This design comes from an exercise in tuning for small area, a short achievable clock period and few clock cycles per item on the open sky130 flow, not from production work. Function was checked by simulation only, so behaviour that the tests miss may differ from the original. Power and IR drop assume default switching activity.

## run 1
==> flow/design.v <==
`timescale 1ns / 1ps
module top_k_priority_queue #(
    parameter int K = 8,
    parameter int EMBEDDING_DIM = 2
) (
    input  logic                                    clk,
    input  logic                                    rst_n,
    input  logic                                    push,
    output logic                                    done,
    input  logic [31:0]                             similarity,
    input  logic [31:0]                             doc_index,
    input  logic [EMBEDDING_DIM-1:0][31:0]          vector,
    output logic [K-1:0][31:0]                      topk_similarities,
    output logic [K-1:0][31:0]                      topk_indices,
    output logic [K-1:0][EMBEDDING_DIM-1:0][31:0]   topk_vectors
);
    localparam int W = 64 + 32 * EMBEDDING_DIM;    
    logic [W-1:0] entry [K];
    logic [W-1:0] item;
    logic [K-1:0] above;        
    assign item  = {vector, doc_index, similarity};
    always_ff @(posedge clk or negedge rst_n) begin
        if (!rst_n) done <= 1'b0;
        else if (push) done <= 1'b1;
    end
    for (genvar i = 0; i < K; i++) begin : g_entry
        logic [W-1:0] nxt;
        logic         sel_prev, sel_new, sel_hold;
        topk_gt32 u_cmp (.a(similarity), .b(entry[i][31:0]), .gt(above[i]));
        assign sel_hold = !(push && above[i]);
        if (i == 0) begin : g_first
            assign sel_new = push && above[i];
            topk_sel2 #(.W(W)) u_sel (
                .sel_a(sel_new),  .a(item),
                .sel_b(sel_hold), .b(entry[i]),
                .y(nxt)
            );
        end else begin : g_rest
            assign sel_prev = push && above[i-1];
            assign sel_new  = push && above[i] && !above[i-1];
            topk_sel3 #(.W(W)) u_sel (
                .sel_a(sel_prev), .a(entry[i-1]),
                .sel_b(sel_new),  .b(item),
                .sel_c(sel_hold), .c(entry[i]),
                .y(nxt)
            );
        end
        always_ff @(posedge clk or negedge rst_n) begin
            if (!rst_n) entry[i] <= '0;
            else        entry[i] <= nxt;
        end
        assign topk_similarities[i] = entry[i][31:0];
        assign topk_indices[i]      = entry[i][63:32];
        assign topk_vectors[i]      = entry[i][W-1:64];
    end
endmodule
module topk_sel3 #(
    parameter int W = 128
) (
    input  logic         sel_a,
    input  logic [W-1:0] a,
    input  logic         sel_b,
    input  logic [W-1:0] b,
    input  logic         sel_c,
    input  logic [W-1:0] c,
    output logic [W-1:0] y
);
    logic [W-1:0] ab_n, c_n;
    topk_aoi22 #(.W(W)) u_ab (.s0(sel_a), .d0(a), .s1(sel_b), .d1(b), .y_n(ab_n));
    topk_nand2 #(.W(W)) u_c  (.a({W{sel_c}}), .b(c), .y_n(c_n));
    topk_nand2 #(.W(W)) u_y  (.a(ab_n), .b(c_n), .y_n(y));
endmodule
module topk_aoi22 #(
    parameter int W = 128
) (
    input  logic         s0,
    input  logic [W-1:0] d0,
    input  logic         s1,
    input  logic [W-1:0] d1,
    output logic [W-1:0] y_n
);
    assign y_n = ~(({W{s0}} & d0) | ({W{s1}} & d1));
endmodule
module topk_nand2 #(
    parameter int W = 128
) (
    input  logic [W-1:0] a,
    input  logic [W-1:0] b,
    output logic [W-1:0] y_n
);
    assign y_n = ~(a & b);
endmodule
module topk_sel2 #(
    parameter int W = 128
) (
    input  logic         sel_a,
    input  logic [W-1:0] a,
    input  logic         sel_b,
    input  logic [W-1:0] b,
    output logic [W-1:0] y
);
    assign y = ({W{sel_a}} & a) | ({W{sel_b}} & b);
endmodule
module topk_gt32 (
    input  logic [31:0] a,
    input  logic [31:0] b,
    output logic        gt
);
    logic [31:0] b_n;
    logic [31:0] g0_n, e0_n;
    logic [15:0] g1, e1;
    logic [7:0]  g2_n, e2_n;
    logic [3:0]  g3, e3;
    logic [1:0]  g4_n, e4_n;
    assign b_n = ~b;
    topk_cmp_leaf_g u_l0_lsb (.a(a[0]), .b_n(b_n[0]), .g_n(g0_n[0]));
    assign e0_n[0] = 1'b0;
    for (genvar j = 1; j < 32; j++) begin : g_l0
        topk_cmp_leaf u (.a(a[j]), .b_n(b_n[j]), .g_n(g0_n[j]), .e_n(e0_n[j]));
    end
    topk_cmp_oai_g u_l1_lsb (.g_hi_n(g0_n[1]), .e_hi_n(e0_n[1]), .g_lo_n(g0_n[0]), .g(g1[0]));
    assign e1[0] = 1'b0;
    for (genvar j = 1; j < 16; j++) begin : g_l1
        topk_cmp_oai u (.g_hi_n(g0_n[2*j+1]), .e_hi_n(e0_n[2*j+1]),
                        .g_lo_n(g0_n[2*j]), .e_lo_n(e0_n[2*j]), .g(g1[j]), .e(e1[j]));
    end
    topk_cmp_aoi_g u_l2_lsb (.g_hi(g1[1]), .e_hi(e1[1]), .g_lo(g1[0]), .g_n(g2_n[0]));
    assign e2_n[0] = 1'b0;
    for (genvar j = 1; j < 8; j++) begin : g_l2
        topk_cmp_aoi u (.g_hi(g1[2*j+1]), .e_hi(e1[2*j+1]), .g_lo(g1[2*j]), .e_lo(e1[2*j]),
                        .g_n(g2_n[j]), .e_n(e2_n[j]));
    end
    topk_cmp_oai_g u_l3_lsb (.g_hi_n(g2_n[1]), .e_hi_n(e2_n[1]), .g_lo_n(g2_n[0]), .g(g3[0]));
    assign e3[0] = 1'b0;
    for (genvar j = 1; j < 4; j++) begin : g_l3
        topk_cmp_oai u (.g_hi_n(g2_n[2*j+1]), .e_hi_n(e2_n[2*j+1]),
                        .g_lo_n(g2_n[2*j]), .e_lo_n(e2_n[2*j]), .g(g3[j]), .e(e3[j]));
    end
    topk_cmp_aoi_g u_l4_lsb (.g_hi(g3[1]), .e_hi(e3[1]), .g_lo(g3[0]), .g_n(g4_n[0]));
    assign e4_n[0] = 1'b0;
    topk_cmp_aoi u_l4_msb (.g_hi(g3[3]), .e_hi(e3[3]), .g_lo(g3[2]), .e_lo(e3[2]),
                           .g_n(g4_n[1]), .e_n(e4_n[1]));
    assign gt = !(g4_n[1] && (e4_n[1] || g4_n[0]));
endmodule
module topk_cmp_leaf (
    input  logic a,
    input  logic b_n,
    output logic g_n,
    output logic e_n
);
    assign g_n = !(a && b_n);
    assign e_n = !(a || b_n);
endmodule
module topk_cmp_leaf_g (
    input  logic a,
    input  logic b_n,
    output logic g_n
);
    assign g_n = !(a && b_n);
endmodule
module topk_cmp_aoi_g (
    input  logic g_hi,
    input  logic e_hi,
    input  logic g_lo,
    output logic g_n
);
    assign g_n = !(g_hi || (e_hi && g_lo));
endmodule
module topk_cmp_oai_g (
    input  logic g_hi_n,
    input  logic e_hi_n,
    input  logic g_lo_n,
    output logic g
);
    assign g = !(g_hi_n && (e_hi_n || g_lo_n));
endmodule
module topk_cmp_aoi (
    input  logic g_hi,
    input  logic e_hi,
    input  logic g_lo,
    input  logic e_lo,
    output logic g_n,
    output logic e_n
);
    assign g_n = !(g_hi || (e_hi && g_lo));
    assign e_n = !(g_hi || (e_hi && e_lo));
endmodule
module topk_cmp_oai (
    input  logic g_hi_n,
    input  logic e_hi_n,
    input  logic g_lo_n,
    input  logic e_lo_n,
    output logic g,
    output logic e
);
    assign g = !(g_hi_n && (e_hi_n || g_lo_n));
    assign e = !(g_hi_n && (e_hi_n || e_lo_n));
endmodule
export LEC_CHECK = 0
export CAP_MARGIN = 40
export CORE_AREA = 5 5 355 355
export CTS_CLUSTER_DIAMETER = 70
export CTS_CLUSTER_SIZE = 40
export DIE_AREA = 0 0 360 360
export PLACE_DENSITY = 0.55
export SETUP_SLACK_MARGIN = 3.9
export SLEW_MARGIN = 50
export SYNTH_HIERARCHICAL = 1
create_clock -name core_clock -period 7.0 [get_ports {clk}]
standard.sh (not shown) runs the stock make flow with config.mk's settings and CLKGATE_MAP_FILE= SYNTH_SCRIPT=/design/flow/synth_recipe.tcl, a recipe that flattens the netlist after the stock synthesis.
==> flow/flow/run.sh <==
#!/bin/bash
export BUFFER_PORTS_ARGS="-buffer_cell sky130_fd_sc_hd__buf_1"
bash standard.sh > standard.log 2>&1
Both conditions hold for run 1: the flow ran to the end and the final layout passed the timing, DRC and antenna checks.
Testbench counts of run 1, summed over its fixed seeds: cycles 24,008, items 24,000.
## Diff of input files: run 2 against run 1
diff --git a/flow/design.v b/flow/design.v
--- a/flow/design.v
+++ b/flow/design.v
@@ -22,40 +22,55 @@
     always_ff @(posedge clk or negedge rst_n) begin
         if (!rst_n) done <= 1'b0;
         else if (push) done <= 1'b1;
     end
     for (genvar i = 0; i < K; i++) begin : g_entry
         logic [W-1:0] nxt;
-        logic         sel_prev, sel_new, sel_hold;
         topk_gt32 u_cmp (.a(similarity), .b(entry[i][31:0]), .gt(above[i]));
-        assign sel_hold = !(push && above[i]);
-        if (i == 0) begin : g_first
-            assign sel_new = push && above[i];
-            topk_sel2 #(.W(W)) u_sel (
-                .sel_a(sel_new),  .a(item),
-                .sel_b(sel_hold), .b(entry[i]),
-                .y(nxt)
-            );
-        end else begin : g_rest
-            assign sel_prev = push && above[i-1];
-            assign sel_new  = push && above[i] && !above[i-1];
-            topk_sel3 #(.W(W)) u_sel (
-                .sel_a(sel_prev), .a(entry[i-1]),
-                .sel_b(sel_new),  .b(item),
-                .sel_c(sel_hold), .c(entry[i]),
-                .y(nxt)
-            );
+        for (genvar h = 0; h < 4; h++) begin : g_part
+            localparam int L = h * (W / 4);
+            logic sel_prev, sel_new, sel_hold;
+            if (i == 0) begin : g_first
+                topk_selgen u_gen (.push(push), .above(above[i]), .above_prev(1'b0),
+                                   .sel_prev(sel_prev), .sel_new(sel_new), .sel_hold(sel_hold));
+                topk_sel2 #(.W(W/4)) u_sel (
+                    .sel_a(sel_new),  .a(item[L +: W/4]),
+                    .sel_b(sel_hold), .b(entry[i][L +: W/4]),
+                    .y(nxt[L +: W/4])
+                );
+            end else begin : g_rest
+                topk_selgen u_gen (.push(push), .above(above[i]), .above_prev(above[i-1]),
+                                   .sel_prev(sel_prev), .sel_new(sel_new), .sel_hold(sel_hold));
+                topk_sel3 #(.W(W/4)) u_sel (
+                    .sel_a(sel_prev), .a(entry[i-1][L +: W/4]),
+                    .sel_b(sel_new),  .b(item[L +: W/4]),
+                    .sel_c(sel_hold), .c(entry[i][L +: W/4]),
+                    .y(nxt[L +: W/4])
+                );
+            end
         end
         always_ff @(posedge clk or negedge rst_n) begin
             if (!rst_n) entry[i] <= '0;
             else        entry[i] <= nxt;
         end
         assign topk_similarities[i] = entry[i][31:0];
         assign topk_indices[i]      = entry[i][63:32];
         assign topk_vectors[i]      = entry[i][W-1:64];
     end
+endmodule
+module topk_selgen (
+    input  logic push,
+    input  logic above,
+    input  logic above_prev,
+    output logic sel_prev,
+    output logic sel_new,
+    output logic sel_hold
+);
+    assign sel_prev = push && above_prev;
+    assign sel_new  = push && above && !above_prev;
+    assign sel_hold = !(push && above);
 endmodule
 module topk_sel3 #(
     parameter int W = 128
 ) (
     input  logic         sel_a,
     input  logic [W-1:0] a,
==> comparison <==
No stage failed in run 2, and the final checks on the layout all came back clean.
Relative to run 1, count of antenna diodes in the layout has gone up in run 2.
Summary of run 2 over run 1: non-clock buffer count dropped 101, data required time of the critical path grew by 0.06 ns, internal power component dropped 0.62 mW, clock skew moved down.
The higher area of the multi-input gates of run 1 and run 2 is in run 1.
Number of nets in the layout essentially unchanged between run 2 and run 1.
Run 2 ended up with similarity[29] as its worst setup path startpoint; run 1 ended up with similarity[5].
After detailed routing, run 1 needs more wire than run 2.
Measured against each other, run 1 and run 2 differ in area after synthesis, the lower figure coming from run 2.
Amount of wire on met3 after detailed routing (run 2 over run 1): decrease, 5100 um
Clock share of power in run 2 is 2.0 points higher than in run 1
The run with more setup slack is run 1; run 2 has less.
Run 2 against run 1: total power saw a decrease; core utilization saw a decrease.
Testbench counts of run 2, summed over its fixed seeds: cycles 24,008, items 24,000.

## port drivers added, routing unchanged
No port has a modelled driver above. Below, the same layouts with a new extraction and two added sets of constraints.
Step 1 (the two cells are an assumption about what drives the block):
set clk [get_ports {clk}]
set_driving_cell -lib_cell sky130_fd_sc_hd__clkbuf_16 $clk
set_driving_cell -lib_cell sky130_fd_sc_hd__buf_2 [delete_from_list [all_inputs] $clk]
Step 2 moves the port delays by t, midway between the first and last clock arrival at a register: inputs arrive t later, outputs are due t later. That takes back most of the time a late clock gives input paths.
Three values: no drivers, after step 1, after step 2; two values: the first two.
run	t, ns	setup WS [ns]	hold slack, ns
run 1	0.759	3.883 / 3.830 / 3.167	0.470 / 0.470 / 0.470
run 2	0.748	3.853 / 3.876 / 3.145	0.468 / 0.468 / 0.468
After both steps setup and hold are still met in every run listed. The setup slack of run 1, which loses most, moves by -0.053 ns with the drivers and by -0.716 ns with both steps.
